Background: an optimization exercise with open tools, aiming at small area and a short achievable clock period. Do not read the settings as production practice. At most, simulation tests tie the RTL to the original design; equivalence was not proved. Only the layout flow was run in run 5; the RTL was not checked for function there. The clock cells of runs 3 to 5 come from the design's own scripts or RTL, not from TritonCTS. The flow treats the clock pin as an ideal source. Dropping or thinning the clock tree relies on that and would not hold on a real chip. Power figures rest on the tool's default switching activity, not on a simulated workload.

### config.mk
export PLATFORM = sky130hd
export DESIGN_NAME = cnn_top_with_pool
export DESIGN_NICKNAME = cnn_top_with_pool
export VERILOG_FILES = /design/flow/design.v
export SDC_FILE = /design/flow/constraint.sdc
export NUM_CORES = 4
export LEC_CHECK = 0
export ABC_CLOCK_PERIOD_IN_PS = 1600
export CAP_MARGIN = 20
export CORE_MARGIN = 2
export CORE_UTILIZATION = 60
export SETUP_SLACK_MARGIN = 2.45
export SLEW_MARGIN = 20
export SYNTH_HIERARCHICAL = 1
### constraint.sdc
create_clock -name core_clock -period 4.0 [get_ports {clk}]
set_input_delay 0.8000 -clock core_clock [delete_from_list [all_inputs] [get_ports {clk}]]
set_output_delay 0.8000 -clock core_clock [all_outputs]
set_load 0.01 [all_outputs]
### design.v
module linebuffer_3x3 #
(
    parameter DATA_W = 8,
    parameter IMG_W  = 8      
)
(
    input  wire                     clk,
    input  wire                     rst,
    input  wire                     in_valid,
    input  wire signed [DATA_W-1:0] pixel_in,
    output reg                      out_valid,
    output reg signed [DATA_W-1:0]  p00, p01, p02,
    output reg signed [DATA_W-1:0]  p10, p11, p12,
    output reg signed [DATA_W-1:0]  p20, p21, p22
);
    reg signed [DATA_W-1:0] line1 [0:IMG_W-1];
    reg signed [DATA_W-1:0] line2 [0:IMG_W-1];
    integer i;
    reg [15:0] col;  
    always @(posedge clk) begin
        if (rst) begin
            for (i=0; i<IMG_W; i=i+1) begin
                line1[i] <= 0;
                line2[i] <= 0;
            end
            col <= 0;
            out_valid <= 0;
            p00 <= 0; p01 <= 0; p02 <= 0;
            p10 <= 0; p11 <= 0; p12 <= 0;
            p20 <= 0; p21 <= 0; p22 <= 0;
        end
        else if (in_valid) begin
            line2[col] <= line1[col];
            line1[col] <= pixel_in;
            if (col >= 2) begin
                p00 <= line2[col-2];
                p01 <= line2[col-1];
                p02 <= line2[col];
                p10 <= line1[col-2];
                p11 <= line1[col-1];
                p12 <= line1[col];
                p20 <= 0;  
                p21 <= 0;
                p22 <= 0;
                out_valid <= 1'b1;
            end else begin
                out_valid <= 1'b0;
            end
            if (col == IMG_W-1)
                col <= 0;
            else
                col <= col + 1;
        end else begin
            out_valid <= 0;
        end
    end
endmodule
module conv3x3_single_ch #
(
    parameter DATA_W = 8,
    parameter FRAC   = 4,
    parameter W00=0,parameter W01=0,parameter W02=0,
    parameter W10=0,parameter W11=0,parameter W12=0,
    parameter W20=0,parameter W21=0,parameter W22=0,
    parameter BIAS=0
)
(
    input  wire                     clk,
    input  wire                     rst,
    input  wire                     in_valid,
    input  wire signed [DATA_W-1:0] p00,p01,p02,p10,p11,p12,p20,p21,p22,
    output reg  signed [DATA_W-1:0] out_data,
    output reg                      out_valid
);
    reg signed [DATA_W+12:0] acc;
    reg signed [DATA_W+7:0]  prod;
    always @(posedge clk) begin
        if (rst) begin
            out_valid<=0; out_data<=0;
        end else if (in_valid) begin
            acc=0;
            prod=p00*W00; acc=acc+prod;
            prod=p01*W01; acc=acc+prod;
            prod=p02*W02; acc=acc+prod;
            prod=p10*W10; acc=acc+prod;
            prod=p11*W11; acc=acc+prod;
            prod=p12*W12; acc=acc+prod;
            prod=p20*W20; acc=acc+prod;
            prod=p21*W21; acc=acc+prod;
            prod=p22*W22; acc=acc+prod;
            acc=acc+(BIAS<<<FRAC);
            out_data<=acc>>>FRAC;
            out_valid<=1;
        end else
            out_valid<=0;
    end
endmodule
module batchnorm_scale_shift #
(
    parameter DATA_W = 8,
    parameter FRAC   = 4,
    parameter GAMMA  = (1<<FRAC),  
    parameter BETA   = 0           
)
(
    input  wire                     clk,
    input  wire                     rst,
    input  wire signed [DATA_W-1:0] in_data,
    input  wire                     in_valid,
    output reg  signed [DATA_W-1:0] out_data,
    output reg                      out_valid
);
    reg signed [DATA_W+7:0] mult, res;
    always @(posedge clk) begin
        if (rst) begin
            out_data  <= 0;
            out_valid <= 0;
        end else begin
            if (in_valid) begin
                mult = in_data * GAMMA;
                res  = (mult >>> FRAC) + BETA;
                out_data <= res[DATA_W-1:0];
                out_valid <= 1'b1;
            end else
                out_valid <= 1'b0;
        end
    end
endmodule
module leaky_relu #
(
    parameter DATA_W = 8,
    parameter FRAC   = 4,
    parameter A_NUM  = 1,
    parameter A_DEN  = 4
)
(
    input  wire                     clk,
    input  wire                     rst,
    input  wire signed [DATA_W-1:0] in_data,
    input  wire                     in_valid,
    output reg  signed [DATA_W-1:0] out_data,
    output reg                      out_valid
);
    reg signed [DATA_W+7:0] prod;
    reg signed [DATA_W+7:0] scaled;    
    always @(posedge clk) begin
        if (rst) begin
            out_data  <= 0;
            out_valid <= 0;
        end
        else begin
            if (in_valid) begin
                if (in_data[DATA_W-1] == 1'b0) begin
                    out_data <= in_data;
                end
                else begin
                    prod = in_data * A_NUM;
                    if (A_DEN == 1)
                        scaled = prod;
                    else if (A_DEN == 2)
                        scaled = prod >>> 1;
                    else if (A_DEN == 4)
                        scaled = prod >>> 2;
                    else
                        scaled = prod / A_DEN;
                    out_data <= scaled[DATA_W-1:0];
                end
                out_valid <= 1'b1;
            end
            else begin
                out_valid <= 1'b0;
            end
        end
    end
endmodule
module linebuffer_2x2 #
(
    parameter DATA_W = 8,
    parameter IMG_W  = 8
)
(
    input  wire                     clk,
    input  wire                     rst,
    input  wire                     in_valid,
    input  wire signed [DATA_W-1:0] pixel_in,
    output reg                      out_valid,
    output reg signed [DATA_W-1:0]  p00, p01,
    output reg signed [DATA_W-1:0]  p10, p11
);
    reg signed [DATA_W-1:0] linebuf [0:IMG_W-1];
    integer i;
    reg [15:0] col;
    reg row_valid;
    always @(posedge clk) begin
        if (rst) begin
            col <= 0;
            out_valid <= 0;
            for (i=0;i<IMG_W;i=i+1)
                linebuf[i] <= 0;
        end else if (in_valid) begin
            if (col < IMG_W)
                col <= col + 1;
            else
                col <= 1;
            if (row_valid && col >= 2) begin
                p00 <= linebuf[col-2];
                p01 <= linebuf[col-1];
                p10 <= pixel_in;
                p11 <= pixel_in;  
                out_valid <= 1;
            end else begin
                out_valid <= 0;
            end
            linebuf[col-1] <= pixel_in;
        end else begin
            out_valid <= 0;
        end
    end
    always @(posedge clk) begin
        if (rst)
            row_valid <= 0;
        else if (in_valid && col == IMG_W)
            row_valid <= 1;
    end
endmodule
module maxpool2x2 #
(
    parameter DATA_W = 8
)
(
    input  wire                     clk,
    input  wire                     rst,
    input  wire                     in_valid,
    input  wire signed [DATA_W-1:0] p00,
    input  wire signed [DATA_W-1:0] p01,
    input  wire signed [DATA_W-1:0] p10,
    input  wire signed [DATA_W-1:0] p11,
    output reg  signed [DATA_W-1:0] out_data,
    output reg                      out_valid
);
    reg signed [DATA_W-1:0] max1;
    reg signed [DATA_W-1:0] max2;
    always @(posedge clk) begin
        if (rst) begin
            out_valid <= 1'b0;
            out_data  <= {DATA_W{1'b0}};
            max1 <= {DATA_W{1'b0}};
            max2 <= {DATA_W{1'b0}};
        end else begin
            if (in_valid) begin
                if (p00 > p01) max1 <= p00;
                else           max1 <= p01;
                if (p10 > p11) max2 <= p10;
                else           max2 <= p11;
                if ( (p00 > p01 ? p00 : p01) > (p10 > p11 ? p10 : p11) )
                    out_data <= (p00 > p01 ? p00 : p01);
                else
                    out_data <= (p10 > p11 ? p10 : p11);
                out_valid <= 1'b1;
            end else begin
                out_valid <= 1'b0;
            end
        end
    end
endmodule
module cnn_s1_logic (
    input  wire [7:0] px, x1, x2,
    output wire [4:0] yl,
    output wire [3:0] yh,
    output wire [4:0] al,
    output wire [3:0] ah
);
    assign yl = {1'b0, px[3:0]} + {1'b0, x1[3:0]};
    assign yh = px[7:4] + x1[7:4];
    assign al = {1'b0, x1[1:0], 2'b00} - {1'b0, x2[3:0]};
    assign ah = x1[5:2] - x2[7:4];
endmodule
module cnn_s2_y (
    input  wire [4:0] yl1,
    input  wire [3:0] yh1,
    output wire [7:0] y
);
    assign y = {yh1 + {3'b000, yl1[4]}, yl1[3:0]};
endmodule
module cnn_s2_cl (
    input  wire [3:0] al,
    input  wire [3:0] yold,
    output wire [4:0] cl
);
    assign cl = {1'b0, al} - {1'b0, yold};
endmodule
module cnn_s2_ch (
    input  wire [3:0] ah,
    input  wire [3:0] yold,
    input  wire       ab,
    output wire [3:0] ch
);
    assign ch = ah - yold - {3'b000, ab};
endmodule
module cnn_s3_logic (
    input  wire [4:0] cl2,
    input  wire [3:0] ch2,
    output wire [3:0] bl,
    output wire [1:0] bc,
    output wire [3:0] bh
);
    wire [3:0] chm = ch2 - 4'd1;
    wire [3:0] hs0 = ch2 + {ch2[3], ch2[3:1]};
    wire [3:0] hs1 = chm + {chm[3], chm[3:1]};
    wire       c4  = ch2[0] ^ cl2[4];
    wire [5:0] blo = {2'b00, cl2[3:0]} + {2'b00, c4, cl2[3:1]} + 6'd4;
    assign bl = blo[3:0];
    assign bc = blo[5:4];
    assign bh = cl2[4] ? hs1 : hs0;
endmodule
module cnn_s4_logic (
    input  wire [3:0] bl3,
    input  wire [1:0] bc3,
    input  wire [3:0] bh3,
    output wire [7:0] f
);
    wire [7:0] b = {bh3 + {2'b00, bc3}, bl3};
    assign f = b[7] ? {b[7], b[7], b[7:2]} : b;
endmodule
module cnn_gt8 (
    input  wire [7:0] a, b,
    output wire       gt
);
    wire [7:0] ua = {~a[7], a[6:0]};
    wire [7:0] ub = {~b[7], b[6:0]};
    wire [7:0] g0 = ua & ~ub;
    wire [7:0] e0 = ~(ua ^ ub);
    wire [3:0] g1 = {g0[7] | (e0[7] & g0[6]), g0[5] | (e0[5] & g0[4]),
                     g0[3] | (e0[3] & g0[2]), g0[1] | (e0[1] & g0[0])};
    wire [3:0] e1 = {e0[7] & e0[6], e0[5] & e0[4], e0[3] & e0[2], e0[1] & e0[0]};
    wire [1:0] g2 = {g1[3] | (e1[3] & g1[2]), g1[1] | (e1[1] & g1[0])};
    wire       e2 = e1[3] & e1[2];
    assign gt = g2[1] | (e2 & g2[0]);
endmodule
module cnn_top_with_pool #
(
    parameter DATA_W = 8,
    parameter FRAC   = 4,
    parameter IMG_W  = 32
)
(
    input  wire                     clk,
    input  wire                     rst,
    input  wire                     in_valid,
    input  wire signed [DATA_W-1:0] pixel_in,
    output reg                      out_valid,
    output reg signed [DATA_W-1:0]  out_data
);
    integer i;
    reg  [7:0] p0;
    reg        v0;            
    always @(posedge clk) begin
        p0 <= pixel_in;
        if (rst) v0 <= 1'b0;
        else     v0 <= in_valid;
    end
    reg  [4:0] col;           
    reg        row1;          
    reg  [7:0] x1, x2;        
    reg  [4:0] yl1;           
    reg  [3:0] yh1;           
    reg  [4:0] al1;           
    reg  [3:0] ah1;           
    reg        fe1;           
    reg        mw1;           
    wire [4:0] yl_n, al_n;
    wire [3:0] yh_n, ah_n;
    cnn_s1_logic s1 (.px(p0), .x1(x1), .x2(x2),
                     .yl(yl_n), .yh(yh_n), .al(al_n), .ah(ah_n));
    always @(posedge clk) begin
        if (rst) begin
            col  <= 5'd0;
            row1 <= 1'b0;
            fe1  <= 1'b0;
        end else begin
            fe1 <= v0 & (|col[4:1]);
            if (v0) begin
                col <= col + 5'd1;
                if (&col) row1 <= 1'b1;
            end
        end
        mw1 <= row1 | (&col);
        if (v0) begin
            x1 <= p0;
            x2 <= x1;
        end
        yl1 <= yl_n;
        yh1 <= yh_n;
        al1 <= al_n;
        ah1 <= ah_n;
    end
    reg  [7:0] yl [0:29];     
    reg  [4:0] cl2;           
    reg  [3:0] ch2;           
    reg        fe2;
    wire [7:0] y1;
    wire [4:0] cl_n;
    wire [3:0] ch_n;
    cnn_s2_y  s2y (.yl1(yl1), .yh1(yh1), .y(y1));
    cnn_s2_cl s2l (.al(al1[3:0]), .yold(yl[29][3:0]), .cl(cl_n));
    cnn_s2_ch s2h (.ah(ah1), .yold(yl[29][7:4]), .ab(al1[4]), .ch(ch_n));
    always @(posedge clk) begin
        if (fe1) begin
            yl[0] <= y1;
            for (i = 1; i < 29; i = i + 1)
                yl[i] <= yl[i-1];
        end
        if (rst)      yl[29] <= 8'd0;
        else if (fe1) yl[29] <= yl[28] & {8{mw1}};
        cl2 <= cl_n;
        ch2 <= ch_n;
        if (rst) fe2 <= 1'b0;
        else     fe2 <= fe1;
    end
    reg  [3:0] bl3;           
    reg  [1:0] bc3;           
    reg  [3:0] bh3;           
    reg        fe3;
    wire [3:0] bl_n, bh_n;
    wire [1:0] bc_n;
    cnn_s3_logic s3 (.cl2(cl2), .ch2(ch2), .bl(bl_n), .bc(bc_n), .bh(bh_n));
    always @(posedge clk) begin
        bl3 <= bl_n;
        bc3 <= bc_n;
        bh3 <= bh_n;
        if (rst) fe3 <= 1'b0;
        else     fe3 <= fe2;
    end
    reg  signed [7:0] f4;
    reg        fe4;
    wire [7:0] f_n;
    cnn_s4_logic s4 (.bl3(bl3), .bc3(bc3), .bh3(bh3), .f(f_n));
    always @(posedge clk) begin
        f4 <= f_n;
        if (rst) fe4 <= 1'b0;
        else     fe4 <= fe3;
    end
    reg  signed [7:0] fl [0:31];     
    reg  signed [7:0] f5;
    reg        c29, c30;      
    reg        cr5;           
    reg        sl5;           
    reg        fe5;
    wire       c29_n, c30_n, c31_n, cf_n;
    wire       merge = sl5 ? c29 : c30;     
    cnn_gt8 g29 (.a(f4), .b(fl[29]), .gt(c29_n));
    cnn_gt8 g30 (.a(f4), .b(fl[30]), .gt(c30_n));
    cnn_gt8 g31 (.a(f4), .b(fl[31]), .gt(c31_n));
    cnn_gt8 gf5 (.a(f4), .b(f5),     .gt(cf_n));
    always @(posedge clk) begin
        f5  <= f4;
        c29 <= c29_n;
        c30 <= c30_n;
        cr5 <= fe5 ? (merge ? cf_n : c30_n) : c31_n;
        if (rst) begin
            fe5 <= 1'b0;
            sl5 <= 1'b0;
        end else begin
            fe5 <= fe4;
            sl5 <= fe5;
        end
    end
    reg  [4:0] d;             
    reg        any;           
    reg        row2;          
    reg        res;           
    always @(posedge clk) begin
        if (rst) begin
            d    <= 5'd31;
            any  <= 1'b0;
            row2 <= 1'b0;
            res  <= 1'b0;
        end else if (fe5) begin
            d    <= d + 5'd1;
            any  <= 1'b1;
            if (any && (&d)) row2 <= 1'b1;
            res  <= ~(&d) & (row2 | (any & (&d)));
        end
        if (fe5) begin
            fl[0] <= f5;
            for (i = 1; i < 31; i = i + 1)
                fl[i] <= fl[i-1];
            fl[31] <= merge ? f5 : fl[30];
        end
        out_data <= cr5 ? f5 : fl[31];
        if (rst) out_valid <= 1'b0;
        else     out_valid <= fe5 & res;
    end
endmodule
### flow/run.sh
#!/bin/bash
# The standard layout (standard.sh), with two changes:
#  - synthesis leaves the adders to ABC instead of mapping them onto the
#    library's half- and full-adder cells (ADDER_MAP_FILE empty);
#  - clock tree synthesis adds no dummy loads, and flow/cts_hook.tcl then
#    drives TritonCTS's leaf buffers straight from four root buffers on the
#    clock port, removing the H-tree buffers in between.
# make's output goes to standard_make.log; each ORFS step logs under orfs/logs.
set -euo pipefail
here=$(pwd)
bash standard.sh ADDER_MAP_FILE= \
  "CTS_ARGS=-sink_clustering_enable -repair_clock_nets -dont_use_dummy_load -sink_clustering_size 30 -sink_clustering_max_diameter 60" \
  "PRE_CTS_TCL=$here/flow/cts_hook.tcl" \
  finish > standard_make.log 2>&1
### flow/cts_hook.tcl
# Run before ORFS's clock tree synthesis. Wraps clock_tree_synthesis so that,
# once TritonCTS has built its tree, the intermediate H-tree buffers are
# removed: the leaf buffers are driven straight from a few root buffers on the
# clock port, each placed at the centre of the leaf buffers it drives.
set ::my_cts_roots 4

rename clock_tree_synthesis my_tritoncts
proc clock_tree_synthesis { args } {
  my_tritoncts {*}$args
  my_flatten_clock_tree
}

proc my_flatten_clock_tree { } {
  set block [ord::get_db_block]
  set db [ord::get_db]
  set port_net [$block findNet clk]
  set master [$db findMaster sky130_fd_sc_hd__clkbuf_16]

  # clock buffers: instances whose master name has clkbuf and whose A pin is on a clock net
  set bufs {}
  foreach inst [$block getInsts] {
    set m [[$inst getMaster] getName]
    if { [string match "sky130_fd_sc_hd__clkbuf_*" $m] } {
      set a [$inst findITerm A]
      set x [$inst findITerm X]
      if { $a eq "NULL" || $x eq "NULL" } { continue }
      set an [$a getNet]
      set xn [$x getNet]
      if { $an eq "NULL" || $xn eq "NULL" } { continue }
      if { [$an getSigType] ne "CLOCK" && $an ne $port_net } { continue }
      lappend bufs $inst
    }
  }
  # leaves: buffers whose output drives anything that is not a clock buffer
  set leaves {}
  set inner {}
  foreach inst $bufs {
    set xn [[$inst findITerm X] getNet]
    set leaf 0
    foreach it [$xn getITerms] {
      if { [$it isOutputSignal] } { continue }
      set li [$it getInst]
      if { [lsearch -exact $bufs $li] < 0 } { set leaf 1; break }
    }
    if { $leaf } { lappend leaves $inst } else { lappend inner $inst }
  }
  puts "my_flatten_clock_tree: [llength $bufs] clock buffers, [llength $leaves] leaves, [llength $inner] inner"
  if { [llength $leaves] < 2 } { return }
  # a leaf buffer must not also drive other clock buffers
  foreach inst $leaves {
    foreach it [[[$inst findITerm X] getNet] getITerms] {
      if { [$it isOutputSignal] } { continue }
      if { [lsearch -exact $bufs [$it getInst]] >= 0 } {
        puts "my_flatten_clock_tree: leaf [$inst getName] drives a clock buffer, tree left as built"
        return
      }
    }
  }
  # nothing but the inner buffers may sit on the port net
  foreach it [$port_net getITerms] {
    if { [lsearch -exact $inner [$it getInst]] < 0 } {
      puts "my_flatten_clock_tree: port net drives [[$it getInst] getName], tree left as built"
      return
    }
  }
  # remove the inner buffers and their nets
  foreach inst $inner {
    set xn [[$inst findITerm X] getNet]
    foreach it [$xn getITerms] { $it disconnect }
    [$inst findITerm A] disconnect
    odb::dbInst_destroy $inst
    if { $xn ne $port_net } { odb::dbNet_destroy $xn }
  }
  # group the leaves into my_cts_roots groups of equal size: split by x
  # into two halves, then each half by y
  set pts {}
  foreach inst $leaves {
    set loc [$inst getLocation]
    lappend pts [list [lindex $loc 0] [lindex $loc 1] $inst]
  }
  set pts [lsort -integer -index 0 $pts]
  set n [llength $pts]
  set half [expr { $n / 2 }]
  set groups {}
  foreach part [list [lrange $pts 0 [expr { $half - 1 }]] [lrange $pts $half end]] {
    set part [lsort -integer -index 1 $part]
    set m [llength $part]
    set per [expr { $::my_cts_roots / 2 }]
    for { set g 0 } { $g < $per } { incr g } {
      lappend groups [lrange $part [expr { $g * $m / $per }] [expr { ($g + 1) * $m / $per - 1 }]]
    }
  }
  set k [llength $groups]
  set g 0
  foreach grp $groups {
    set sx 0; set sy 0
    foreach p $grp { incr sx [lindex $p 0]; incr sy [lindex $p 1] }
    set cx [expr { $sx / [llength $grp] }]
    set cy [expr { $sy / [llength $grp] }]
    set rb [odb::dbInst_create $block $master "clkbuf_root_${g}_clk"]
    set rn [odb::dbNet_create $block "clknet_root_${g}_clk"]
    $rn setSigType CLOCK
    [$rb findITerm A] connect $port_net
    [$rb findITerm X] connect $rn
    $rb setLocation $cx $cy
    $rb setPlacementStatus PLACED
    foreach p $grp { [[lindex $p 2] findITerm A] connect $rn }
    incr g
  }
  puts "my_flatten_clock_tree: [llength $leaves] leaves now driven by $k root buffers"
}
### standard.sh
#!/bin/bash
# synth_recipe.tcl (not shown) runs the flow's synth.tcl, then flattens the netlist and writes it again
# the make line also repeats each setting of config.mk as NAME=value (left out here)
make -C /OpenROAD-flow-scripts/flow DESIGN_CONFIG=/design/flow/config.mk WORK_HOME=/design/flow/orfs CLKGATE_MAP_FILE= SYNTH_SCRIPT=/design/flow/synth_recipe.tcl "${@:-finish}"
==> results of run 1 <==
[modules after synthesis (local to each module, per instance)]
module             area [µm²]  cells
cnn_s2_y                80.08     11
cnn_s2_cl               112.6     14
cnn_s3_logic            251.5     35
cnn_gt8                 155.1     20
cnn_top_with_pool       17890    706
cnn_s2_ch               145.1     18
cnn_s4_logic            232.7     26
cnn_s1_logic            370.4     49
[repair_timing]
action | CTS | global route
pin swaps | 2 | 4
resized for setup | 45 | 15
hold endpoints to repair | 0 | 0
gates cloned | 0 | 1
buffers inserted | 10 | 4
endpoints found under the setup margin | 426 | 142
[kinds of logic (layout without fill, tap and decap cells)]
logic type / after synthesis / in the layout
AOI/OAI and AO/OA: 69 / 69
xor gates and xnor gates: 71 / 71
adders and majority gates: 21 / 21
buffers and inverters: 48 / 109
DFF: 607 / 607
muxes: 24 / 24
and+or+nand+nor: 99 / 99
[worst max path at each step]
stage           startpoint          end  slack [ns]  cells after the start
4_1_cts        out_data[1]  out_data[1]        2.38                      1
3_5_place_dp           rst       col[4]        1.47                      4
2_1_floorplan          fe5         d[4]        1.08                      5
3_3_place_gp           rst       col[4]        1.51                      4
5_1_grt        out_data[0]  out_data[0]        2.37                      1
6_report       out_data[1]  out_data[1]        2.41                      1
[cell type report, clock buffers not listed]
class	instances	area (µm²)	share of cell area [%]
Multi-Input combinational cell	284	2323	10.77
Sequential cell	607	17220	79.82
Inverter	33	123.9	0.5742
Buffer	4	100.1	0.4640
Timing Repair Buffer	40	451.7	2.094
Tap cell	442	553.0	2.564
[flip-flops by register name, indices dropped and copies added (netlist names), 8 cells and up]
name      count
f5            8
fl          256
out_data      8
yl          240
p0            8
x2            8
x1            8
f4            8
[power by group]
group          internal (mW)  leakage, nW  switching [mW]
Clock                   1.60        0.444            1.70
Sequential              7.03         5.40           0.312
Combinational          0.576         1.18           0.371
[placed cells by master, fill, tap and decap left out, types with 4 or more instances in the layout]
master	netlist	routed
buf_2	6	7
dfxtp_1	103	91
mux2i_1	4	4
mux2_2	16	16
nor2_1	24	24
maj3_2	18	18
o21ai_0	7	7
o21a_1	5	5
o21ai_2	4	4
buf_12	0	4
clkdlybuf4s50_1	0	9
o211ai_1	4	4
nor2b_1	19	18
a21oi_1	19	12
nand2_1	13	13
xnor2_1	56	56
o221ai_2	5	5
xor2_1	14	14
a22o_1	4	4
buf_6	2	5
inv_1	33	33
clkbuf_16	0	37
dfxtp_2	0	9
a22oi_1	4	4
buf_4	6	11
nand2b_1	15	15
a21oi_2	0	7
edfxtp_1	504	504
nor2b_4	5	6
[metal layers]
metal  track usage (%)  vias to the layer above
li1                  -                     3599
met1             21.31                     3822
met3             2.458                       35
met4             5.143                        0
met5                 0                        -
met2             22.91                       74
[stage by stage]
step	setup slack, ns	std cells	power, mW
after floorplan	1.082	939	8.127
after global placement	1.507	1391	8.364
after detailed placement	1.471	1391	8.403
after CTS	2.383	1437	11.71
after global routing	2.371	1442	12.07
final	2.414	1442	11.59
==> notes.md, run 1 <==
The number of instances in the synthesized netlist is 939. The power density over the cells is about 540 mW/mm². For hold timing, the worst endpoint is fl[8][2]. The library cell contributing the largest single delay on the critical path is dfxtp_2. From synthesis to final layout, the design area changed by 9.480%. The final-report setup violation count came out at 0. The number of different library cells used by synthesis comes to 56.

The count of fill cells added during filler insertion came out at 2117. After routing the design area is between 0.02 and 0.025 mm². The initial core utilization came out at 60.71%.

The largest driver fanout on the critical path is 1. The routed length on met1 came out at 11950 µm. Routed signal wires occupy layers up through met4. The placeable core region is 0.03245 mm². The most used standard cell by instance count after synthesis is edfxtp_1.

The netlist area before placement came out at between 0.015 and 0.02 mm². Clock tree synthesis found a total of 607 sinks. The via count of the first global-routing pass came out at 7449. The leading register cell type out of synthesis is edfxtp_1. The max-slew violation count is 0. The arrival time of data at the critical path endpoint is 0.79 ns. The overall die width is approximately 190 µm. The kind of start point of the critical path is a flip-flop.

The xor/xnor share of the synthesized area is 3.251%. The site row count came out at 66. Counting cells, the worst reg-to-reg path comes to 4. The share of post-route cells with drive strength above 1 came out at 15.20%. The floorplan step defined a die boundary enclosing approximately 0.034 mm². After Yosys synthesis, full adders, half adders and majority gates account for 1.181% of the synthesized area. After synthesis, the largest family of logic cells by area is XOR/XNOR gates. Wires add up to 24820 µm. The post-synthesis share of cell area spent on and, or, nand and nor gates came out at 2.978%. The number of hold buffers added after CTS was 0. The complex-gate fraction of the synthesized area came out at under 10%. Setup slack on the worst reg-to-reg path comes out at 2.49 ns. In the routed layout, each cell is associated on average with a via count of 5.222.

The worst setup path is of the flip-flop to output port kind. The synthesized design contains 607 register bits. VDD sags by at most 0.3913 mV. The launch instance of the worst min-delay path is fl[7][2]. The flow ran to the end and the layout has no timing, DRC or antenna violations. The aggregate global-route resource usage is 14.68%.

The worst path uses between 30% and 40% of the clock period. The remaining design rule violation count is 0. The standard cell area after detailed placement came out at 0.02047 mm². The final layout contains around 1000 nets. The sum of net half-perimeters after detailed placement came out at 13020 µm. The insertion delay of the later-clocked pin in the worst-skew pair came out at roughly 0.37 ns.

The detail-routed net length per standard cell came out at 17.21 µm. Setup repair after global routing could not meet its margin everywhere. The total via count in the routed design came out at 7530. The delay of the slowest cell on the worst path came out at around 0.32 ns. The initial antenna violation count came out at 0. The first global-routing pass estimated 39180 µm of wire. The worst slew slack as a fraction of its limit is 66.23%. The required time at the endpoint of the critical path came out at 3.20 ns.

The kind of cell adding the most delay to the critical path is flip-flops. The slew of the pin with the lowest slew margin came out at approximately 0.51 ns. Adding up every negative setup slack in the final design gives 0 ns. In this run the count of I/O pins placed on the die edge is 20. The fmax came out at 0.6307 GHz. Across all hold checks on the routed design, the worst slack comes to 0.3951 ns. The min-delay analysis places its worst path in the category flip-flop to flip-flop. The worst path in the final design needs a cycle of 1.586 ns, including I/O delays and setup. The die is 185.2 µm tall. The total leakage power came out at 7.015 nW. The buffer and inverter count on the worst path is 1. The maximum clock skew at final layout is roughly 0.032 ns.

Max-cap violations in this run came to 0. The largest total area in the synthesized netlist belongs to edfxtp_1. After synthesis, the share of flip-flops with an asynchronous set or reset is 0%.

In this run the critical register-to-register path is captured at cl2[4]. The count of input and output buffers came out at 19. The portion of synthesized area spent on multiplexers is 1.461%. The count of antenna-violating nets left after detailed routing is 0. Summing the sequential cell areas from Yosys gives 87.27% of the chip area.

The worst register-to-register path begins at yl[29][0]. The worst hold path was traced through 0 stages. The clock transition at the register clock pins on the worst setup and hold paths after CTS came out at 0.08 ns.

The detailed route wirelength on metal3 is 701 µm. Yosys printed 11 warnings. Measured on the finished design, the core utilization comes to 66.47%. By count the netlist is led by 504 x edfxtp_1, 103 x dfxtp_1, 56 x xnor2_1, 33 x inv_1, 24 x nor2_1. The critical path goes through buf_6.

The final weighted congestion in routability-driven placement came out at 0.7467. The top cell type's share of synthesized area is 76.81%. The number of detailed-routing iterations run before antenna repair came out at 4. The diode insertion count for antenna repair is 0. The sum of overflow across all layers after global routing is 0. After synthesis, the cell types taking the most area are edfxtp_1 77%, dfxtp_1 10%, xnor2_1 2.5%. The category of the worst setup path capture point is an output port. Synthesis produced a netlist with a net count of 950. The number of hold-slack violations in the final timing report came to 0.

In this run the mean area of a mapped cell was 20.98 µm². The met2 wire length is roughly 12000 µm. The number of synthesized flops with an enable pin came out at 504. The detailed router's first-iteration violation count came out at between 400 and 500.

The maximum number of pins on one net before global-route repair came out at 130.
==> run 2: changes to the inputs <==
--- a/flow/run.sh
+++ b/flow/run.sh
@@ -10,5 +10,5 @@
 here=$(pwd)
 bash standard.sh ADDER_MAP_FILE= \
-  "CTS_ARGS=-sink_clustering_enable -repair_clock_nets -dont_use_dummy_load -sink_clustering_size 30 -sink_clustering_max_diameter 60" \
+  "CTS_ARGS=-sink_clustering_enable -repair_clock_nets -dont_use_dummy_load -sink_clustering_size 20 -sink_clustering_max_diameter 50" \
   "PRE_CTS_TCL=$here/flow/cts_hook.tcl" \
   finish > standard_make.log 2>&1
==> run 2 against run 1 <==
  * Combinational power is 1% higher
  * Core utilization grew 0.66 points
  * Via count grew 0.80%
  * Clock power up 11%
  * First-iteration DRC count up 9.9%
  * Hold slack improved by 0.00066 ns
  * Area after synthesis unchanged
  * Largest cell class unchanged
==> notes.md, run 2 <==
The flow ran to the end and the layout has no timing, DRC or antenna violations. The count of input and output buffers came out at 19 (unchanged). The slowest stage of the critical path belongs to the cell dfxtp_2.

The post-synthesis share of cell area spent on and, or, nand and nor gates came out at 2.978% (unchanged). The largest driver fanout on the critical path was 1 (unchanged). The die span in y was 185.2 µm (unchanged). The met2 track utilization from global routing is 23.58% (+0.67 points).

The aggregate global-route resource usage came to 14.94% (+0.26 points). The initial antenna violation count came out at 0 (unchanged). The final weighted congestion in routability-driven placement is 0.7467 (unchanged). The I/O pin total came to 20 (unchanged). The number of storage elements in the synthesis netlist is 607 (unchanged). fl holds more flip-flops than any other register.

The total nets after synthesis was 950 (unchanged). The delay of the slowest cell on the worst path is 0.32 ns (about the same). The maximum number of pins on one net before global-route repair was 85 (-35%). The power density over the cells came out at 549.2 mW/mm² (+2.2%).

The number of detailed-routing iterations run before antenna repair is 4 (unchanged). The worst-case hold slack came to 0.3957 ns (+0.0006590 ns). The count of antenna-violating nets left after detailed routing is 0 (unchanged). The netlist area before placement is 0.01970 mm² (unchanged). Among all flip-flop cells after synthesis, the most frequent one is edfxtp_1. The buffer and inverter count on the worst path is 1 (unchanged). The insertion delay of the later-clocked pin in the worst-skew pair came to 0.38 ns (about the same). The sequential share of the synthesized area came out at 87.27% (unchanged).

The signal on the critical path passes through buf_6. The critical path is of the flip-flop to output port type. The number of hold-slack violations in the final timing report came out at 0 (unchanged).

The number of flip-flops in the largest register is 256 (unchanged). The standard cell area after detailed placement is 0.02047 mm² (unchanged). The kind of start point of the critical path is a flip-flop. The share of post-route cells with drive strength above 1 came out at 16.06% (+0.86 points). The area growth from synthesis to layout is 10.57%.

The xor/xnor share of the synthesized area is 3.251% (unchanged). The sum of overflow across all layers after global routing is 0 (unchanged). The register-to-register setup slack came out at 2.47 ns (-0.02 ns).

By count the netlist is led by 504 x edfxtp_1, 103 x dfxtp_1, 56 x xnor2_1, 33 x inv_1, 24 x nor2_1. The time the final worst path needs with I/O delays and setup is 1.600 ns (+0.01453 ns). The final-report setup violation count came to 0 (unchanged).

The total routed wirelength is 25380 µm (+2.3%). The worst setup path is captured at an output port. The first-pass GRT wire length is 40030 µm (+2.2%). The largest area contributor in the synthesized netlist is edfxtp_1.

In the final layout, the registers with the most flip-flops are fl x256, yl x240. The site row count is 66 (unchanged). The final non-filler cell total is 1451 (+0.62%). The library cells used most frequently in the layout, excluding fill and tap cells, are 504 x edfxtp_1, 90 x dfxtp_1, 56 x xnor2_1, 43 x clkbuf_16, 33 x inv_1. The share of synthesized registers carrying an async set or reset came out at 0% (unchanged).

The minimum setup slack in the final design came to 2.400 ns (-0.01453 ns). The total via count in the routed design came to 7590 (+0.80%). The via count of the first global-routing pass came out at 7658 (+2.8%).

The detail-routed net length per standard cell was 17.49 µm (+1.6%). The overall die width came out at 185.2 µm (unchanged). The remaining design rule violation count came out at 0 (unchanged). The diode insertion count for antenna repair is 0 (unchanged).

The count of different cell masters after synthesis was 56 (unchanged). The sum of net half-perimeters after detailed placement came out at 13020 µm (unchanged). The kind of cell with the highest combined delay along the critical path is flip-flops.

The number of synthesis warnings is 11 (unchanged). The highest-utilization routing layer at the global route stage is met2. The maximum clock skew at final layout came out at 0.03011 ns (-0.001417 ns). The tightest min-delay check is of the flip-flop to flip-flop type. The number of synthesized flops with an enable pin was 504 (unchanged).

The met3 capacity usage during global routing was 2.831% (+0.37 points). The library cell used most frequently in the layout, excluding fill and tap cells, is edfxtp_1. By area, the combinational part of the netlist is dominated by XOR/XNOR gates. The total of max-cap violations came to 0 (unchanged). The detailed router's first-iteration violation count came to 490 (+9.9%). The setup TNS after final layout was 0 ns (unchanged).

The full die area is 0.03430 mm² (unchanged). The final worst-path cycle share is 40.00% (+0.36 points). After synthesis, the cell types taking the most area are edfxtp_1 77%, dfxtp_1 10%, xnor2_1 2.5%. The count of placed standard cells including taps is 1391 (unchanged). The ratio of routed vias to standard cells was 5.231 (+0.17%). Yosys instantiated no cell more often than edfxtp_1.

The fmax came to 0.6249 GHz (-0.91%). Setup repair after global routing could not meet its margin everywhere. The mean area per synthesized cell is 20.98 µm² (unchanged). The mux share of post-synthesis cell area was 1.461% (unchanged).

The global routing usage on met1 came out at 21.30% (about the same). The number of nets in the final layout is 1022 (+0.89%). The worst slew slack as a fraction of its limit is 64.17% (-2.1 points). The slew of the pin with the lowest slew margin came out at 0.5375 ns (+0.03090 ns). The peak supply drop came to 0.3691 mV (-5.7%).

The arrival time of data at the critical path endpoint is 0.80 ns (about the same). The clock transition at the register clock pins on the worst setup and hold paths after CTS is 0.08 ns (about the same). The initial core utilization is 60.71% (unchanged). The number of instances in the synthesized netlist is 939 (unchanged).

The complex-gate fraction of the synthesized area is 2.711% (unchanged). The cell area after layout is 0.02179 mm² (+0.99%). The top cell type's share of synthesized area is 76.81% (unchanged). The max-slew violation count came out at 0 (unchanged).

The required time at the endpoint of the critical path is 3.20 ns (about the same). The post-place setup slack came out at 1.471 ns (unchanged). The number of buffers inserted for hold repair after clock tree synthesis came out at 0 (unchanged). The placeable core region was 0.03245 mm² (unchanged). The arithmetic-cell share of the synthesized area counting full adders, half adders and majority gates is 1.181% (unchanged). The total leakage power was 7.120 nW (+1.5%). The total clock sinks came to 607 (unchanged).
[run 2: logic make-up (layout without fill, tap and decap cells)]
| group | after synthesis | in the layout |
|---|---|---|
| DFF | 607 | 607 |
| and+or+nand+nor | 99 | 99 |
| xor gates and xnor gates | 71 | 71 |
| AOI/OAI and AO/OA | 69 | 69 |
| buffers and inverters | 48 | 118 |
| muxes | 24 | 24 |
| adders and majority gates | 21 | 21 |
[run 2: per-layer routing]
metal,share of wire (%),vias up
met5,0,-
met4,1.9,0
met3,3.3,38
met2,47,92
met1,47,3840
li1,-,3620
[run 2: timing repair]
item | CTS | global route
endpoints found under the setup margin | 428 | 34
pin swaps | 2 | 5
setup buffers | 10 | 6
resized for setup | 45 | 16
gates cloned | 1 | 0
[run 2: layout make-up, clock buffers not listed]
class / count / area [µm²]
timing repair buffer: 42 / 486.7
inverter: 33 / 123.9
tap: 442 / 553.0
multi-input combinational: 284 / 2323
sequential: 607 / 17220
fill: 2090 / 10670
buffer: 4 / 100.1
[run 2: report_power, final]
group          internal, mW  switching, mW  leakage [nW]  total, mW
combinational         0.581          0.377          1.19      0.958
sequential             7.03          0.315          5.40       7.35
clock                  1.90           1.76         0.530       3.66
[run 2: final timing paths]
| kind | startpoint | endpoint | cells past startpoint |
|---|---|---|---|
| worst max register to register | bc3[1] | f4[0] | 4 |
| worst max-delay path | out_data[2] | out_data[2] | 1 |
| worst min register to register | yl[22][7] | yl[23][7] | 0 |
| worst min-delay path | yl[22][7] | yl[23][7] | 0 |
[run 2: Yosys stat by module, one instance, submodules excluded, a selection]
module             copies in the design  flip-flops and latches  area (µm²)  cells
cnn_top_with_pool                     1                     607       17890    706
cnn_s1_logic                          1                       0       370.4     49
cnn_s2_y                              1                       0       80.08     11
cnn_s2_ch                             1                       0       145.1     18
cnn_gt8                               4                       0       155.1     20
cnn_s2_cl                             1                       0       112.6     14
cnn_s3_logic                          1                       0       251.5     35
[run 2: stage by stage]
stage / util (%) / total power [mW]
floorplan: - / 8.127
global placement: 63.07 / 8.364
detailed placement: 63.07 / 8.403
CTS: 66.84 / 12.08
global route: 67.13 / 12.46
finish: 67.13 / 11.96
==> run 3: changes to the inputs <==
--- a/flow/run.sh
+++ b/flow/run.sh
@@ -4,6 +4,7 @@
 #    library's half- and full-adder cells (ADDER_MAP_FILE empty);
 #  - clock tree synthesis adds no dummy loads, and flow/cts_hook.tcl then
-#    drives TritonCTS's leaf buffers straight from four root buffers on the
-#    clock port, removing the H-tree buffers in between.
+#    drives TritonCTS's leaf buffers straight from four roots on the clock port,
+#    removing the H-tree buffers in between, and makes roots and leaves
+#    inverters.
 # make's output goes to standard_make.log; each ORFS step logs under orfs/logs.
 set -euo pipefail
--- a/flow/cts_hook.tcl
+++ b/flow/cts_hook.tcl
@@ -1,7 +1,13 @@
 # Run before ORFS's clock tree synthesis. Wraps clock_tree_synthesis so that,
 # once TritonCTS has built its tree, the intermediate H-tree buffers are
-# removed: the leaf buffers are driven straight from a few root buffers on the
-# clock port, each placed at the centre of the leaf buffers it drives.
+# removed: the leaves are driven straight from four roots on the clock port,
+# each placed at the centre of the leaves it drives (the leaves split into
+# two halves by x, each half into two by y). Roots and leaves become
+# inverters (clkinv_16 and clkinv_8), two in series on every path, so each
+# flip-flop still sees the clock's rising edge.
 set ::my_cts_roots 4
+set ::my_cts_inv 1
+set ::my_cts_inv_root sky130_fd_sc_hd__clkinv_16
+set ::my_cts_inv_leaf sky130_fd_sc_hd__clkinv_8
 
 rename clock_tree_synthesis my_tritoncts
@@ -92,4 +98,37 @@
   }
   set k [llength $groups]
+  set rmaster $master
+  set rout X
+  if { $::my_cts_inv } {
+    # two levels of inverters in place of two levels of buffers
+    set rmaster [$db findMaster $::my_cts_inv_root]
+    set rout Y
+    set imaster [$db findMaster $::my_cts_inv_leaf]
+    set newpts {}
+    foreach p $pts {
+      set inst [lindex $p 2]
+      set an [[$inst findITerm A] getNet]
+      set xn [[$inst findITerm X] getNet]
+      set nm [$inst getName]
+      [$inst findITerm A] disconnect
+      [$inst findITerm X] disconnect
+      odb::dbInst_destroy $inst
+      set ni [odb::dbInst_create $block $imaster $nm]
+      if { $an ne "NULL" } { [$ni findITerm A] connect $an }
+      [$ni findITerm Y] connect $xn
+      $ni setLocation [lindex $p 0] [lindex $p 1]
+      $ni setPlacementStatus PLACED
+      lappend newpts [list [lindex $p 0] [lindex $p 1] $ni]
+    }
+    set map {}
+    foreach p $pts q $newpts { dict set map [lindex $p 2] [lindex $q 2] }
+    set ng {}
+    foreach grp $groups {
+      set l {}
+      foreach p $grp { lappend l [list [lindex $p 0] [lindex $p 1] [dict get $map [lindex $p 2]]] }
+      lappend ng $l
+    }
+    set groups $ng
+  }
   set g 0
   foreach grp $groups {
@@ -98,9 +137,9 @@
     set cx [expr { $sx / [llength $grp] }]
     set cy [expr { $sy / [llength $grp] }]
-    set rb [odb::dbInst_create $block $master "clkbuf_root_${g}_clk"]
+    set rb [odb::dbInst_create $block $rmaster "clkbuf_root_${g}_clk"]
     set rn [odb::dbNet_create $block "clknet_root_${g}_clk"]
     $rn setSigType CLOCK
     [$rb findITerm A] connect $port_net
-    [$rb findITerm X] connect $rn
+    [$rb findITerm $rout] connect $rn
     $rb setLocation $cx $cy
     $rb setPlacementStatus PLACED
==> run 3 against run 2 <==
  * Still clean
  * Die area did not move
  * Core utilization shrank 1.2 points
  * Final area fell by 1.9%
  * Cell count down 0.14%
  * Wire length is 2.0% lower
  * Sequential share of layout area is 1.5 points higher
  * Synthesized cell count unchanged
  * Global-route usage down 0.11 points
  * Register-to-register slack barely moved
  * Sequential cell count unchanged
  * Critical path depth is the same
==> notes.md, run 3 <==
The run finished with no timing, DRC or antenna violations. The total area of multi-input combinational cells is 0.002323 mm² (unchanged). The netlist area before placement is 0.01970 mm² (unchanged). The largest driver fanout on the critical path came out at 129 (+128). The number of flip-flops in the largest register is 256 (unchanged). The power density over the cells came out at 509.9 mW/mm² (-7.1%). The peak supply drop is 0.3685 mV (-0.14%).

The area of all sequential standard cells is 0.01722 mm² (about the same). The count of antenna-violating nets left after detailed routing is 0 (unchanged). The share of synthesized registers carrying an async set or reset came out at 0% (unchanged). By area the synthesized netlist is led by edfxtp_1 77%, dfxtp_1 10%, xnor2_1 2.5%. The detail-routed net length per standard cell is 17.16 µm (-1.9%). The sum of overflow across all layers after global routing is 0 (unchanged). The number of buffers inserted for hold repair after clock tree synthesis came to 0 (unchanged). The number of hold-slack violations in the final timing report came out at 0 (unchanged).

The leading register cell type out of synthesis is edfxtp_1. The top cell types in the final layout, fill and taps aside, are 504 x edfxtp_1, 94 x dfxtp_1, 56 x xnor2_1, 39 x clkinv_8, 33 x inv_1. The arrival time of data at the critical path endpoint was 1.41 ns (+0.61 ns).

The worst reg2reg path depth came to 1 (-3). The via count of the first global-routing pass came out at 7610 (-0.63%). The number of detailed-routing iterations run before antenna repair is 4 (unchanged).

The total nets after synthesis came out at 950 (unchanged). The count of fill cells added during filler insertion is 2132 (+2.0%). The detailed router's first-iteration violation count is 578 (+18%). The number of instances on the worst hold path came out at 0 (unchanged). The number of synthesis warnings came to 11 (unchanged). The largest registers in the layout are fl x256, yl x240.

The top cell type's share of synthesized area came to 76.81% (unchanged). The synthesized design spends more area on one cell type than any other, namely edfxtp_1. The worst setup path is captured at a flip-flop. The register bank with the most flops is fl. The diode insertion count for antenna repair is 0 (unchanged).

The die span in y was 185.2 µm (unchanged). Compared with the post-synthesis result, the final layout area differs by 8.516%. The insertion delay of the later-clocked pin in the worst-skew pair is 0.26 ns (-0.12 ns). The worst hold path belongs to the class flip-flop to flip-flop. Setup repair after global routing could not meet its margin everywhere. The final weighted congestion in routability-driven placement is 0.7467 (unchanged). The total via count in the routed design is 7594 (+0.053%).

The post-layout total power came out at 10.90 mW (-8.9%). The most used standard cell by instance count after synthesis is edfxtp_1. The slew of the pin with the lowest slew margin came out at 0.5852 ns (+0.04765 ns). The first-pass GRT wire length is 39610 µm (-1.1%). The number of nets in the final layout came to 1020 (-0.20%). The clock transition at the register clock pins on the worst setup and hold paths after CTS is 0.08 ns (about the same). The sum of net half-perimeters after detailed placement came out at 13020 µm (unchanged). The final worst-path cycle share is 38.37% (-1.6 points). The initial antenna violation count is 0 (unchanged). The sequential share of the synthesized area is 87.27% (unchanged). The fmax came out at 0.6515 GHz (+4.3%).

The kind of cell adding the most delay to the critical path is flip-flops. The total leakage power is 6.874 nW (-3.4%). The delay of the slowest cell on the worst path came out at 0.59 ns (+0.27 ns). The depth of the critical timing path with buffers and inverters included is 1 (unchanged).

Traced cell by cell, the critical path runs through buf_16. The share of post-route cells with drive strength above 1 came to 15.49% (-0.56 points). The number of synthesized flops with an enable pin was 504 (unchanged). The placeable core region is 0.03245 mm² (unchanged). The number of instances in the synthesized netlist is 939 (unchanged).

The full die area is 0.03430 mm² (unchanged). The total clock sinks is 607 (unchanged). The maximum clock skew at final layout is 0.04298 ns (+0.01287 ns). The kind of start point of the critical path is a flip-flop. The aggregate global-route resource usage is 14.82% (-0.11 points). The buffer and inverter count on the worst path was 1 (unchanged). The remaining design rule violation count came out at 0 (unchanged). The site row count came out at 66 (unchanged). The initial core utilization is 60.71% (unchanged). The setup TNS after final layout is 0 ns (unchanged). The count of input and output buffers is 19 (unchanged). The critical path in this run is classified as flip-flop to flip-flop. The count of different cell masters after synthesis came out at 56 (unchanged). The mean area per synthesized cell is 20.98 µm² (unchanged). The time the final worst path needs with I/O delays and setup is 1.535 ns (-0.06526 ns).

Ranked by instance count, the synthesized netlist is headed by 504 x edfxtp_1, 103 x dfxtp_1, 56 x xnor2_1, 33 x inv_1, 24 x nor2_1. The total routed wirelength is 24860 µm (-2.0%). The I/O pin total came to 20 (unchanged).

The library cell contributing the largest single delay on the critical path is dfxtp_4. The library cell used most frequently in the layout, excluding fill and tap cells, is edfxtp_1. The number of storage elements in the synthesis netlist came out at 607 (unchanged).

The ratio of routed vias to standard cells came to 5.241 (+0.19%). The required time at the endpoint of the critical path is 3.87 ns (+0.67 ns). The final-report setup violation count came out at 0 (unchanged).

The total of max-cap violations came to 0 (unchanged). The max-slew violation count came out at 0 (unchanged). The worst slew slack as a fraction of its limit was 60.99% (-3.2 points).

The maximum number of pins on one net before global-route repair is 130 (+53%). The overall die width is 185.2 µm (unchanged). The register-to-register setup slack is 2.47 ns (about the same).
## run 3: what timing repair did
action | 4_1_cts | 5_1_grt
gates cloned | 0 | 0
pin swaps | 3 | 3
endpoints found under the setup margin | 428 | 141
buffers inserted | 10 | 5
resized for setup | 44 | 9
hold endpoints to repair | 0 | 0
## run 3: area by class of cell
class                   count  area share [%]
flip-flops and latches    607           80.51
repair buffers             40           1.925
inverters                  76           4.108
multi-input cells         284           10.87
well taps                 442           2.586
## run 3: power by group
part	internal [mW]	switching, mW	leakage (nW)	total [mW]
registers	7.03	0.309	5.40	7.34
logic	0.569	0.373	1.16	0.942
clock network	0.454	2.17	0.314	2.63
total	8.05	2.85	6.87	10.9
## run 3: layer usage
| layer | GRT usage (%) | up-vias | share of wire, % |
|---|---|---|---|
| li1 | - | 3609 | - |
| met1 | 21.08 | 3844 | 48 |
| met3 | 2.792 | 47 | 3.3 |
| met4 | 5.524 | 0 | 2.4 |
| met5 | 0 | - | 0 |
| met2 | 23.21 | 94 | 47 |
## run 3: worst paths after layout
| check | from | endpoint |
|---|---|---|
| setup / recovery | fe1 | yl[3][5] |
| hold / removal | f4[1] | f5[1] |
| setup reg to reg | fe1 | yl[3][5] |
| hold reg to reg | f4[1] | f5[1] |
## run 3: logic make-up after synthesis
| group | Yosys count | share of synthesized area, % |
|---|---|---|
| DFF | 607 | 87.27 |
| and+or+nand+nor | 99 | 2.978 |
| muxes | 24 | 1.460 |
| adders and majority gates | 21 | 1.181 |
| AOI/OAI and AO/OA | 69 | 2.711 |
| buffers and inverters | 48 | 1.143 |
| xor gates and xnor gates | 71 | 3.251 |
## run 3: metrics by stage
step                      cells  utilization (%)  area [µm²]  hold WS, ns  setup slack (ns)
after floorplan             939                -       19760       0.3769             1.082
after global placement     1391            63.07       20470       0.4005             1.507
after detailed placement   1391            63.07       20470       0.3946             1.471
after CTS                  1444            65.78       21350       0.3968             2.361
after global routing       1449            65.88       21380       0.4094             2.364
final                      1449            65.88       21380       0.3937             2.465
## run 3: per-module statistics from Yosys, one instance, submodules excluded, a selection
module	flip-flops and latches	area, µm²	cells	times used
cnn_s3_logic	0	251.5	35	1
cnn_s2_ch	0	145.1	18	1
cnn_s2_y	0	80.08	11	1
cnn_s2_cl	0	112.6	14	1
cnn_s1_logic	0	370.4	49	1
cnn_gt8	0	155.1	20	4
==> run 4: changes to the inputs <==
--- a/flow/run.sh
+++ b/flow/run.sh
@@ -11,5 +11,5 @@
 here=$(pwd)
 bash standard.sh ADDER_MAP_FILE= \
-  "CTS_ARGS=-sink_clustering_enable -repair_clock_nets -dont_use_dummy_load -sink_clustering_size 20 -sink_clustering_max_diameter 50" \
+  "CTS_ARGS=-sink_clustering_enable -repair_clock_nets -dont_use_dummy_load -sink_clustering_size 30 -sink_clustering_max_diameter 60" \
   "PRE_CTS_TCL=$here/flow/cts_hook.tcl" \
   finish > standard_make.log 2>&1
==> run 4 against run 3 <==
  * Still clean
  * Global-route usage decreased by 0.065 points
  * Critical path type is now input port to flip-flop
  * Core utilization decreased by 0.26 points
  * Sequential power about the same
  * Area after synthesis unchanged
  * Sequential cell count unchanged
  * Die area unchanged
  * Clock power decreased by 7.6%
  * First-iteration DRC count decreased by 16%
  * Largest power group unchanged
==> notes.md, run 4 <==
The final-report setup violation count is 0 (unchanged). The capture instance of the worst register-to-register path is cl2[4]. The final weighted congestion in routability-driven placement came out at 0.7467 (unchanged).

The fmax came to 0.6544 GHz (+0.45%). The worst setup path is of the input port to flip-flop kind. The share of synthesized registers carrying an async set or reset came to 0% (unchanged). The aggregate global-route resource usage is 14.76% (-0.065 points).

The number of synthesized flops with an enable pin came out at 504 (unchanged). The number of storage elements in the synthesis netlist is 607 (unchanged). The initial core utilization was 60.71% (unchanged). The mean area per synthesized cell is 20.98 µm² (unchanged). The most used standard cell by instance count after synthesis is edfxtp_1.

fl holds more flip-flops than any other register. The total area of multi-input combinational cells came out at 0.002323 mm² (unchanged). The remaining design rule violation count is 0 (unchanged). The sum of overflow across all layers after global routing was 0 (unchanged). The detailed router's first-iteration violation count came out at 484 (-16%). The number of nets in the final layout is 1013 (-0.69%). The full die area is 0.03430 mm² (unchanged). The I/O pin total came out at 20 (unchanged). The placeable core region is 0.03245 mm² (unchanged). The layout overhead on the synthesized area is 8.084%. The number of detailed-routing iterations run before antenna repair is 4 (unchanged).

Leaving out fill and tap cells, the most frequent cell in the layout is edfxtp_1. The total leakage power is 6.837 nW (-0.54%). The number of flip-flops in the largest register came out at 256 (unchanged). The total via count in the routed design came out at 7524 (-0.92%). Setup repair after global routing could not meet its margin everywhere. edfxtp_1 takes more of the synthesized area than any other cell. The number of buffers inserted for hold repair after clock tree synthesis came out at 0 (unchanged). The largest registers in the layout are fl x256, yl x240. STA classifies the critical path startpoint as an input port. The count of input and output buffers was 19 (unchanged).

The startpoint of the most critical setup path is rst. The power density over the cells came to 502.6 mW/mm² (-1.4%). The maximum clock skew at final layout is 0.03673 ns (-0.006253 ns).

Among all flip-flop cells after synthesis, the most frequent one is edfxtp_1. The total of max-cap violations is 0 (unchanged). The arrival time of data at the critical path endpoint came out at 1.65 ns (+0.24 ns). The register-to-register setup slack came to 2.49 ns (+0.02 ns). The max-slew violation count is 0 (unchanged). The number of synthesis warnings is 11 (unchanged). The clock transition at the register clock pins on the worst setup and hold paths after CTS came to 0.10 ns (+0.02 ns). The min-delay analysis places its worst path in the category flip-flop to flip-flop.

The total routed wirelength came out at 24760 µm (-0.41%). The ratio of routed vias to standard cells is 5.218 (-0.44%). The largest driver fanout on the critical path is 30 (-77%). The top cell type's share of synthesized area came out at 76.81% (unchanged).

The area of all sequential standard cells is 0.01722 mm² (unchanged). The sequential share of the synthesized area came out at 87.27% (unchanged). The number of instances in the synthesized netlist is 939 (unchanged). The insertion delay of the later-clocked pin in the worst-skew pair came to 0.24 ns (-0.02 ns). The startpoint of the worst register-to-register path is yl[29][0]. In the post-synthesis netlist, the biggest area contributors are edfxtp_1 77%, dfxtp_1 10%, xnor2_1 2.5%. The run finished with no timing, DRC or antenna violations.

The total nets after synthesis is 950 (unchanged). The required time at the endpoint of the critical path came out at 4.12 ns (+0.25 ns). The cell area after layout came out at 0.02130 mm² (-0.40%).

The setup TNS after final layout came out at 0 ns (unchanged). The detail-routed net length per standard cell is 17.17 µm (about the same). The share of post-route cells with drive strength above 1 was 14.90% (-0.59 points). The first-pass GRT wire length is 39390 µm (-0.56%).

The netlist area before placement was 0.01970 mm² (unchanged). The worst slew slack as a fraction of its limit is 65.76% (+4.8 points). The maximum number of pins on one net before global-route repair is 85 (-35%). The diode insertion count for antenna repair is 0 (unchanged). The worst reg2reg path depth is 4 (+3). After synthesis, the most frequently instantiated cells are 504 x edfxtp_1, 103 x dfxtp_1, 56 x xnor2_1, 33 x inv_1, 24 x nor2_1. The time the final worst path needs with I/O delays and setup is 1.528 ns (-0.006850 ns). The via count of the first global-routing pass is 7488 (-1.6%). The worst setup path is captured at a flip-flop.

The count of antenna-violating nets left after detailed routing was 0 (unchanged). The standard cell area after detailed placement is 0.02047 mm² (unchanged). The site row count is 66 (unchanged). The count of different cell masters after synthesis came out at 56 (unchanged).

The end of the critical path is col[4]. The peak supply drop is 0.3260 mV (-12%). The library cells used most frequently in the layout, excluding fill and tap cells, are 504 x edfxtp_1, 94 x dfxtp_1, 56 x xnor2_1, 33 x inv_1, 32 x clkinv_8. The overall die width is 185.2 µm (unchanged). The count of fill cells added during filler insertion is 2138 (+0.28%).

The die span in y came out at 185.2 µm (unchanged). The total clock sinks came to 607 (unchanged). The final worst-path cycle share is 38.20% (-0.17 points). The number of hold-slack violations in the final timing report came out at 0 (unchanged). The sum of net half-perimeters after detailed placement is 13020 µm (unchanged). The initial antenna violation count is 0 (unchanged).

The slew of the pin with the lowest slew margin is 0.5136 ns (-0.07153 ns).
run 4: cell counts after synthesis:
No cell type changed its count.
run 4: cells by family after synthesis:
group,count (synthesis),synth area share (%)
AOI/OAI and AO/OA,69,2.711
xor gates and xnor gates,71,3.251
adders and majority gates,21,1.181
buffers and inverters,48,1.143
DFF,607,87.27
muxes,24,1.460
and+or+nand+nor,99,2.978
run 4: modules after synthesis (local to each module, per instance):
module / cell area, µm² / times used
cnn_s2_cl: 112.6 / 1
cnn_s4_logic: 232.7 / 1
cnn_s1_logic: 370.4 / 1
cnn_s3_logic: 251.5 / 1
cnn_s2_ch: 145.1 / 1
cnn_top_with_pool: 17890 / 1
cnn_s2_y: 80.08 / 1
cnn_gt8: 155.1 / 4
run 4: timing repair:
action,in CTS,in global routing
cloned,1,0
buffers inserted,10,4
endpoints found under the setup margin,426,13
pin swaps,2,4
resized for setup,41,11
run 4: per-stage QoR:
step,power (mW),utilization [%],hold WS [ns],std cells,setup WS (ns)
finish,10.70,65.62,0.3927,1442,2.472
floorplan,8.127,-,0.3769,939,1.082
global placement,8.364,63.07,0.4005,1391,1.507
detailed placement,8.403,63.07,0.3946,1391,1.471
global route,11.20,65.62,0.3887,1442,2.423
CTS,10.86,65.53,0.3950,1438,2.336
run 4: cell type report:
cell class,count,share of cell area (%)
sequential,607,80.84
tap,442,2.597
inverter,69,3.590
multi-input combinational,284,10.91
timing repair buffer,40,2.068
run 4: per-layer routing:
metal  routed length (µm)  track usage, %
met1                11860           21.27
met2                11640           23.13
met3                  651           2.418
met4                  615           5.397
met5                    0               0
run 4: critical path, cell delays in order:
cell and delay, ns:
buf_2 0.42, nand2b_1 0.17, a21oi_1 0.04, a31o_2 0.22
run 4: power breakdown:
group	switching [mW]	leakage, nW	internal [mW]	total (mW)
combinational	0.371	1.18	0.565	0.936
clock	2.04	0.266	0.397	2.43
sequential	0.309	5.40	7.03	7.33
total	2.72	6.84	7.99	10.7
run 4: how the worst min path moves through the flow:
stage	slack, ns	startpoint	cells past startpoint	endpoint
after CTS	0.39	fl[1][3]	0	fl[2][3]
after detailed placement	0.39	yl1[2]	0	yl[0][2]
after global routing	0.39	fl[1][3]	0	fl[2][3]
final	0.39	fl[1][3]	0	fl[2][3]
after global placement	0.40	yl1[0]	0	yl[0][0]
after floorplan	0.38	f4[0]	0	f5[0]
==> run 5: changes to the inputs <==
--- a/design.v
+++ b/design.v
@@ -355,6 +355,8 @@
     reg  [7:0] p0;
     reg        v0;            
+    reg        rs0;           
     always @(posedge clk) begin
-        p0 <= pixel_in;
+        p0  <= pixel_in;
+        rs0 <= rst;
         if (rst) v0 <= 1'b0;
         else     v0 <= in_valid;
@@ -374,15 +376,13 @@
                      .yl(yl_n), .yh(yh_n), .al(al_n), .ah(ah_n));
     always @(posedge clk) begin
-        if (rst) begin
+        if (rs0) begin
             col  <= 5'd0;
             row1 <= 1'b0;
-            fe1  <= 1'b0;
-        end else begin
-            fe1 <= v0 & (|col[4:1]);
-            if (v0) begin
-                col <= col + 5'd1;
-                if (&col) row1 <= 1'b1;
-            end
+        end else if (v0) begin
+            col <= col + 5'd1;
+            if (&col) row1 <= 1'b1;
         end
+        if (rst) fe1 <= 1'b0;
+        else     fe1 <= v0 & (|col[4:1]);
         mw1 <= row1 | (&col);
         if (v0) begin
@@ -411,5 +411,5 @@
                 yl[i] <= yl[i-1];
         end
-        if (rst)      yl[29] <= 8'd0;
+        if (rs0)      yl[29] <= 8'd0;
         else if (fe1) yl[29] <= yl[28] & {8{mw1}};
         cl2 <= cl_n;
@@ -471,5 +471,5 @@
     reg        res;           
     always @(posedge clk) begin
-        if (rst) begin
+        if (rs0) begin
             d    <= 5'd31;
             any  <= 1'b0;
==> run 5 against run 4 <==
  * Fmax decreased by 1.4%
  * Power is 0.19% lower
  * Final area is 0.30% lower
  * Area after synthesis about the same
  * Largest cell class unchanged
  * Critical endpoint is now cl2[4]
  * Largest power group unchanged
  * Sequential cell count is 1 higher
  * Sequential power about the same
  * Hold slack worse by 0.033 ns
  * Critical path type is now flip-flop to flip-flop
==> notes.md, run 5 <==
The highest-utilization routing layer at the global route stage is met2. The mean area per synthesized cell came to 21.00 µm² (about the same). The standard cell area after detailed placement came out at 0.02048 mm² (about the same). The count of placed standard cells including taps is 1390 (-0.072%). In this run the most critical hold path is launched from yl[18][0]. The number of storage elements in the synthesis netlist is 608 (+0.16%). After synthesis, the cell types taking the most area are edfxtp_1 77%, dfxtp_1 11%, xnor2_1 2.5%. The count of input and output buffers is 19 (unchanged). The via count of the first global-routing pass is 7488 (unchanged). The final-report setup violation count was 0 (unchanged). The top cell type's share of synthesized area came to 76.76% (about the same). The detail-routed net length per standard cell came out at 16.48 µm (-4.1%). The number of instances on the worst hold path came to 0 (unchanged). The terminating pin of the worst hold path is yl[19][0].

The share of synthesized registers carrying an async set or reset is 0% (unchanged). The first-pass GRT wire length is 38370 µm (-2.6%). The run finished with no timing, DRC or antenna violations. The final non-filler cell total was 1438 (-0.28%). The number of flip-flops in the largest register was 256 (unchanged).

The delay of the slowest cell on the worst path came out at 0.34 ns (-0.08 ns). The die span in y came to 185.3 µm (about the same). The remaining design rule violation count came out at 0 (unchanged). The total clock sinks is 608 (+0.16%). The count of fill cells added during filler insertion came to 2145 (+0.33%). The full die area came out at 0.03433 mm² (about the same). The peak supply drop came to 0.3392 mV (+4.1%). Leaving out fill and tap cells, the most frequent cell in the layout is edfxtp_1.

The post-place setup slack came out at 2.205 ns (+0.7338 ns). The synthesized design spends more area on one cell type than any other, namely edfxtp_1. The register with the most flip-flops in the final layout is fl. The number of synthesized flops with an enable pin came out at 504 (unchanged). The total routed wirelength came to 23690 µm (-4.3%).

The fmax came out at 0.6452 GHz (-1.4%). The sum of overflow across all layers after global routing came out at 0 (unchanged). The share of post-route cells with drive strength above 1 came out at 14.36% (-0.54 points). The sum of net half-perimeters after detailed placement came to 12180 µm (-6.4%).

The total via count in the routed design was 7568 (+0.58%). The most used standard cell by instance count after synthesis is edfxtp_1. The number of nets in the final layout came to 1009 (-0.39%). The slew of the pin with the lowest slew margin came out at 0.8384 ns (+0.3248 ns). By count the netlist is led by 504 x edfxtp_1, 104 x dfxtp_1, 56 x xnor2_1, 33 x inv_1, 24 x nor2_1. The type of the most critical hold path is flip-flop to flip-flop. The overall die width came out at 185.3 µm (about the same). Setup repair after global routing left no endpoint under its margin. The final weighted congestion in routability-driven placement is 0.8389 (+12%). The largest individual stage delay along the critical path comes from the cell dfxtp_2. The maximum clock skew at final layout was 0.05620 ns (+0.01947 ns). The time the final worst path needs with I/O delays and setup came to 1.550 ns (+0.02174 ns). The detailed router's first-iteration violation count came to 608 (+26%). The initial antenna violation count is 0 (unchanged). The startpoint of the worst register-to-register path is yl[29][0]. In this run the critical register-to-register path is captured at cl2[4].

The layout overhead on the synthesized area is 7.685%. STA classifies the critical path endpoint as a flip-flop. The minimum setup slack in the final design came to 2.450 ns (-0.02174 ns). The cell area after layout came out at 0.02123 mm² (-0.30%). The maximum number of pins on one net before global-route repair came out at 137 (+61%). The arrival time of data at the critical path endpoint is 1.65 ns (about the same). The number of synthesis warnings is 11 (unchanged). The initial core utilization is 60.76% (about the same).

The netlist area before placement was 0.01972 mm² (about the same). The max-slew violation count came to 0 (unchanged). The total nets after synthesis is 950 (unchanged).

The number of instances in the synthesized netlist is 939 (unchanged). The worst reg2reg path depth came out at 4 (unchanged). In this run the worst setup path begins at yl[29][0]. The largest driver fanout on the critical path is 3 (-90%). The total area of multi-input combinational cells came out at 0.002331 mm² (+0.32%).

The sequential share of the synthesized area came out at 87.32% (about the same). For this run, the leading register cell type out of synthesis is edfxtp_1. The required time at the endpoint of the critical path is 4.10 ns (-0.02 ns). The worst slew slack as a fraction of its limit came out at 44.03% (-22 points).

The register-to-register setup slack is 2.45 ns (-0.04 ns). The site row count came out at 66 (unchanged). The setup TNS after final layout came out at 0 ns (unchanged). The cell that appears most often on the critical path is maj3_2. The met2 track utilization from global routing is 21.39% (-1.7 points). The clock transition at the register clock pins on the worst setup and hold paths after CTS came to 0.10 ns (about the same).

The total leakage power came out at 6.814 nW (-0.35%). The met3 capacity usage during global routing came to 3.657% (+1.2 points). The final worst-path cycle share is 38.75% (+0.54 points). STA classifies the critical path startpoint as a flip-flop.

The post-layout total power came out at 10.68 mW (-0.19%). The count of antenna-violating nets left after detailed routing came to 0 (unchanged). On the critical path the largest part of the delay comes from adder cells. The power density over the cells came out at 503.1 mW/mm² (+0.11%). The global routing usage on met1 is 20.70% (-0.57 points). The critical path goes through nor2b_4 > maj3_2 > maj3_2 > maj3_2. The number of hold-slack violations in the final timing report is 0 (unchanged).

The largest registers in the layout are fl x256, yl x240. The setup path with the least slack is of type flip-flop to flip-flop. The ratio of routed vias to standard cells is 5.263 (+0.86%).

The diode insertion count for antenna repair came to 0 (unchanged). The total of max-cap violations came out at 0 (unchanged). In the layout the commonest cells are 504 x edfxtp_1, 97 x dfxtp_1, 56 x xnor2_1, 33 x inv_1, 32 x clkinv_8. The I/O pin total was 20 (unchanged). The insertion delay of the later-clocked pin in the worst-skew pair is 0.24 ns (about the same). The area of all sequential standard cells was 0.01723 mm² (about the same).

The placeable core region came out at 0.03245 mm² (unchanged). The count of different cell masters after synthesis is 56 (unchanged). The aggregate global-route resource usage is 14.16% (-0.59 points). The buffer and inverter count on the worst path came out at 0 (-1). The number of detailed-routing iterations run before antenna repair was 4 (unchanged).
==> run 5: cell count changes after synthesis, sizes merged <==
| cell | previous run | this run |
|---|---|---|
| clkbuf | 0 | 2 |
| buf | 15 | 12 |
| dfxtp | 103 | 104 |
==> run 5: kinds of logic after synthesis <==
logic type | Yosys count | share of synthesized area (%)
AOI/OAI and AO/OA | 69 | 2.710
xor gates and xnor gates | 71 | 3.249
muxes | 24 | 1.459
and+or+nand+nor | 99 | 2.976
buffers and inverters | 47 | 1.110
DFF | 608 | 87.32
adders and majority gates | 21 | 1.180
==> run 5: worst reg2reg max path: stages, from the launching register on <==
cell     delay [ns]
dfxtp_2        0.34
nor2b_4        0.12
maj3_2         0.33
maj3_2         0.34
maj3_2         0.31
==> run 5: worst max-delay path by stage <==
stage,endpoint,slack (ns),cells past startpoint
2_1_floorplan,d[4],1.08,5
4_1_cts,out_data[4],2.37,1
3_5_place_dp,out_valid,2.20,3
5_1_grt,cl2[4],2.44,4
3_3_place_gp,out_valid,2.22,3
6_report,cl2[4],2.45,4
==> run 5: timing repair <==
item                       CTS  global route
setup endpoints to repair   27            17
resized for setup           33            13
hold buffers                 0             0
setup buffers                7             4
gates cloned                 1             0
pin swaps                    2             6
==> run 5: per-stage QoR <==
| step | utilization (%) | hold slack, ns |
|---|---|---|
| floorplan | - | 0.3769 |
| global placement | 63.10 | 0.3951 |
| detailed placement | 63.10 | 0.3905 |
| CTS | 65.34 | 0.3652 |
| global route | 65.43 | 0.3581 |
| finish | 65.43 | 0.3592 |
==> run 5: per-module statistics from Yosys, one instance, submodules excluded <==
module             area, µm²  cells inside  flops+latches
cnn_gt8                155.1            20              0
cnn_s1_logic           370.4            49              0
cnn_s2_ch              145.1            18              0
cnn_s2_cl              112.6            14              0
cnn_s2_y               80.08            11              0
cnn_s3_logic           251.5            35              0
cnn_s4_logic           232.7            26              0
cnn_top_with_pool      17900           706            608
==> run 5: final cells by class <==
type | count | share of cell area [%]
inverters | 69 | 3.600
repair buffers | 35 | 1.668
well taps | 442 | 2.605
flip-flops and latches | 608 | 81.15
multi-input cells | 284 | 10.98
==> run 5: power by group <==
group	total [mW]	switching, mW	leakage [nW]	internal (mW)
sequential	7.35	0.316	5.40	7.03
clock	2.44	2.04	0.266	0.396
combinational	0.902	0.351	1.14	0.551
total	10.7	2.71	6.81	7.98
==> run 5: metal layers <==
| layer | vias to the layer above | part of all wire, % | wire [µm] |
|---|---|---|---|
| li1 | 3590 | - | - |
| met2 | 86 | 46 | 10840 |
| met4 | 0 | 2.1 | 499 |
| met5 | - | 0 | 0 |
| met3 | 37 | 3.7 | 873 |
| met1 | 3855 | 48 | 11480 |
